This design comes from an exercise in tuning for small area on the open sky130 flow, not from production work. The RTL of this run was laid out without a check of its function.

### constraint.sdc
create_clock -name core_clock -period 30.0 [get_ports {clk}]
set_input_delay 6.0000 -clock core_clock [delete_from_list [all_inputs] [get_ports {clk}]]
set_output_delay 6.0000 -clock core_clock [all_outputs]
set_load 0.01 [all_outputs]
### standard.sh
#!/bin/bash
# synth_recipe.tcl (not shown) runs the flow's synth.tcl, then flattens the netlist and writes it again
# the make line also repeats each setting of config.mk as NAME=value (left out here)
make -C /OpenROAD-flow-scripts/flow DESIGN_CONFIG=/design/flow/config.mk WORK_HOME=/design/flow/orfs CLKGATE_MAP_FILE= SYNTH_SCRIPT=/design/flow/synth_recipe.tcl "${@:-finish}"
### config.mk
export PLATFORM = sky130hd
export DESIGN_NAME = Vending_Machine_Controller
export DESIGN_NICKNAME = Vending_Machine_Controller
export VERILOG_FILES = /design/flow/design.v
export SDC_FILE = /design/flow/constraint.sdc
export NUM_CORES = 8
export LEC_CHECK = 0
export CAP_MARGIN = 20
export CORE_AREA = 5 5 105 105
export DIE_AREA = 0 0 110 110
export SLEW_MARGIN = 20
### design.v
module Vending_Machine_Controller(
input clk, input reset, input  conf_switch,input i_nickel, input i_dime, input i_quarter,
input sw0, input sw1, input sw2, input sw3,
output reg  oled_Soda, output reg  oled_Chips, output reg  oled_ProteinBar,
output reg  oled_Water,output reg oled_Error,
 output [3:0] o_costMSB, output [3:0] o_costLSB,
 output [3:0] o_moneyMSB, output [3:0] o_moneyLSB,
 output reg [127:0] Page0, output reg [127:0] Page1, output reg [127:0] Page2, output reg [127:0] Page3
    );
    localparam [3:0] I0 = 4'd0,   
                     I1 = 4'd1,   
                     SB = 4'd2,   
                     SD = 4'd3,   
                     SS = 4'd4,   
                     SE = 4'd5,   
                     SX = 4'd6,   
                     DN = 4'd7,   
                     DD = 4'd8,   
                     C1 = 4'd9,   
                     C0 = 4'd10;  
    reg [3:0] f;
    reg [3:0] r;     
    reg [4:0] md;    
    reg ovf;         
    reg [4:0] cd;    
    assign o_costMSB = cd[4:1];
    assign o_costLSB = {1'b0, cd[0], 1'b0, cd[0]};
    assign o_moneyMSB = md[4:1];
    assign o_moneyLSB = {1'b0, md[0], 1'b0, md[0]};
    wire [5:0] c = (sw0 ? 6'd5 : 6'd0) + (sw1 ? 6'd10 : 6'd0) + (sw2 ? 6'd13 : 6'd0) + (sw3 ? 6'd16 : 6'd0);
    wire [4:0] base = ovf ? 5'd19 : md;
    wire [5:0] s = base + i_nickel + (i_dime ? 6'd2 : 6'd0) + (i_quarter ? 6'd5 : 6'd0);
    wire [5:0] m = (s > 6'd19) ? 6'd19 : s;
    wire [4:0] cr = (r[0] ? 5'd5 : 5'd0) + (r[1] ? 5'd10 : 5'd0) + (r[2] ? 5'd13 : 5'd0) + (r[3] ? 5'd16 : 5'd0)
                    - ((sw0 & sw2) ? 5'd2 : 5'd0);
    wire in_init = (f == I0) || (f == C0);
    wire in_sel = (f == I1) || (f == SB) || (f == SS) || (f == SE) || (f == SX);
    wire in_disp = (f == SD);
    always @(posedge clk) begin
        if (reset || in_init) begin
            f <= reset ? I0 : I1;
            r <= 4'd0;
            md <= 5'd0;
            ovf <= 1'b0;
            cd <= 5'd0;
        end else if (in_sel) begin
            r <= {sw3, sw2, sw1, sw0};
            if (c <= 6'd19) cd <= c[4:0];
            if (s <= 6'd19) begin
                md <= s[4:0];
                ovf <= 1'b0;
            end else
                ovf <= 1'b1;
            if (!conf_switch) f <= SB;
            else if (c > 6'd19) f <= SX;
            else if (m < c || m == 6'd0) f <= SE;
            else if (c == 6'd0) f <= SS;
            else f <= SD;
        end else if (in_disp) begin
            r <= {sw3, sw2, sw1, sw0};
            cd <= cr;
            f <= (sw0 & sw2) ? DD : DN;
        end else begin
            if (f != C1 && f != C0) begin
                md <= base - cd;
                ovf <= 1'b0;
            end
            f <= (sw0 | sw1 | sw2 | sw3) ? C1 : C0;
        end
    end
    localparam [127:0] T0 = "ENEB344         ",
                       T1 = "Vending Machine ",
                       T2 = "Giovanni Argueta",
                       BL = "                ",
                       M0 = "Water:SW3=0     ",
                       M1 = "Chips:SW2=0     ",
                       M2 = "PB:SW1=0DC:SW0=0",
                       BUY = "Buy: SW4=1      ",
                       SEL = "Select a prod   ",
                       ENT = "Enter more money",
                       DES = "Deselect prod(s)",
                       DSP = "....Dipensing...",
                       DIS = "Discount!20c off",
                       H0 = "Here's your     ",
                       H1 = "Change          ",
                       H2 = "Turn off all sws",
                       H3 = "to buy again    ";
    always @* begin
        oled_Water = 1'b0; oled_Chips = 1'b0; oled_ProteinBar = 1'b0; oled_Soda = 1'b0;
        oled_Error = 1'b0;
        case (f)
            I0, I1: begin
                Page0 = T0; Page1 = T1; Page2 = T2; Page3 = BL;
            end
            DN, DD: begin
                Page0 = BL; Page1 = BL; Page2 = DSP; Page3 = (f == DD) ? DIS : BL;
                {oled_Soda, oled_ProteinBar, oled_Chips, oled_Water} = r;
            end
            C1, C0: begin
                Page0 = H0; Page1 = H1; Page2 = H2; Page3 = H3;
                {oled_Soda, oled_ProteinBar, oled_Chips, oled_Water} = r;
            end
            default: begin
                Page0 = M0 | {80'd0, 7'd0, r[0], 40'd0};
                Page1 = M1 | {80'd0, 7'd0, r[1], 40'd0};
                Page2 = M2 | {56'd0, 7'd0, r[2], 56'd0, 7'd0, r[3]};
                case (f)
                    SS: Page3 = SEL;
                    SE: Page3 = ENT;
                    SX: Page3 = DES;
                    default: Page3 = BUY;
                endcase
                oled_Error = (f == SS) || (f == SE) || (f == SX);
            end
        endcase
    end
endmodule
### flow/run.sh
#!/bin/bash
# Standard ORFS layout, with minimum-size port buffers.
set -euo pipefail
bash standard.sh finish "BUFFER_PORTS_ARGS=-buffer_cell sky130_fd_sc_hd__buf_1" > make_finish.log 2>&1
==> summary.txt <==
[synth_stat cells (all sizes together) (2+ instances only)]
cell | count | share of area [%]
dfxtp | 19 | 6.5
mux2 | 2 | 0.45
xnor2 | 9 | 1.3
or2 | 6 | 0.64
a221oi | 3 | 0.45
and3 | 2 | 0.21
o21a | 2 | 0.26
mux2i | 6 | 1.0
a311o | 2 | 0.36
a21o | 8 | 1.0
nor2b | 4 | 0.43
buf | 462 | 59
clkbuf | 16 | 1.1
nand2 | 42 | 2.7
and2 | 8 | 0.85
nor4 | 3 | 0.32
a211oi | 7 | 1.1
ha | 22 | 4.7
o221ai | 5 | 0.75
fa | 3 | 1.0
nand3 | 8 | 0.68
xor2 | 5 | 0.88
o22ai | 3 | 0.32
o21ai | 26 | 2.2
nor2 | 41 | 2.6
nor3 | 12 | 1.1
conb | 2 | 0.13
nand2b | 7 | 0.75
o211ai | 3 | 0.38
a21oi | 29 | 2.5
inv | 33 | 2.1
[kinds of logic after synthesis]
logic type / synth area share [%]
and+or+nand+nor: 10.83
xor gates and xnor gates: 2.222
buffers and inverters: 62.23
other: 0.1282
adders and majority gates: 5.725
AOI/OAI and AO/OA: 10.90
DFF: 6.494
muxes: 1.474
==> summary.txt <==
Run status
  – Outcome: did not finish
  – Exit stage: I/O pin placement (3_2_place_iop)
  – Stop err: [ERROR PPL-0024] Number of IO pins (543) exceeds maximum number of available positions (390). Increase the die perimeter from 440.00um to 738.48um.

Yosys
  – Synth cell types: 52
  – Post-synth EDFFs: 0
  – Dominant synthesized flop cell: dfxtp_1
  – Synth Register Bits: 19
  – Post-synthesis async set-or-reset flop share: 0%
  – Sequential element share of the synthesized area: 6.494%
  – Post-Synthesis Cells: 811
  – Yosys Warn Count: 1
  – Mapped Area: 5857 um2
  – Syn Area/Cell: 7.222 um2

Floorplanning
  – Num rows: 36
  – Initial core utilization: 59.92%
  – Die height: 110 um
  – Die W: 110 um
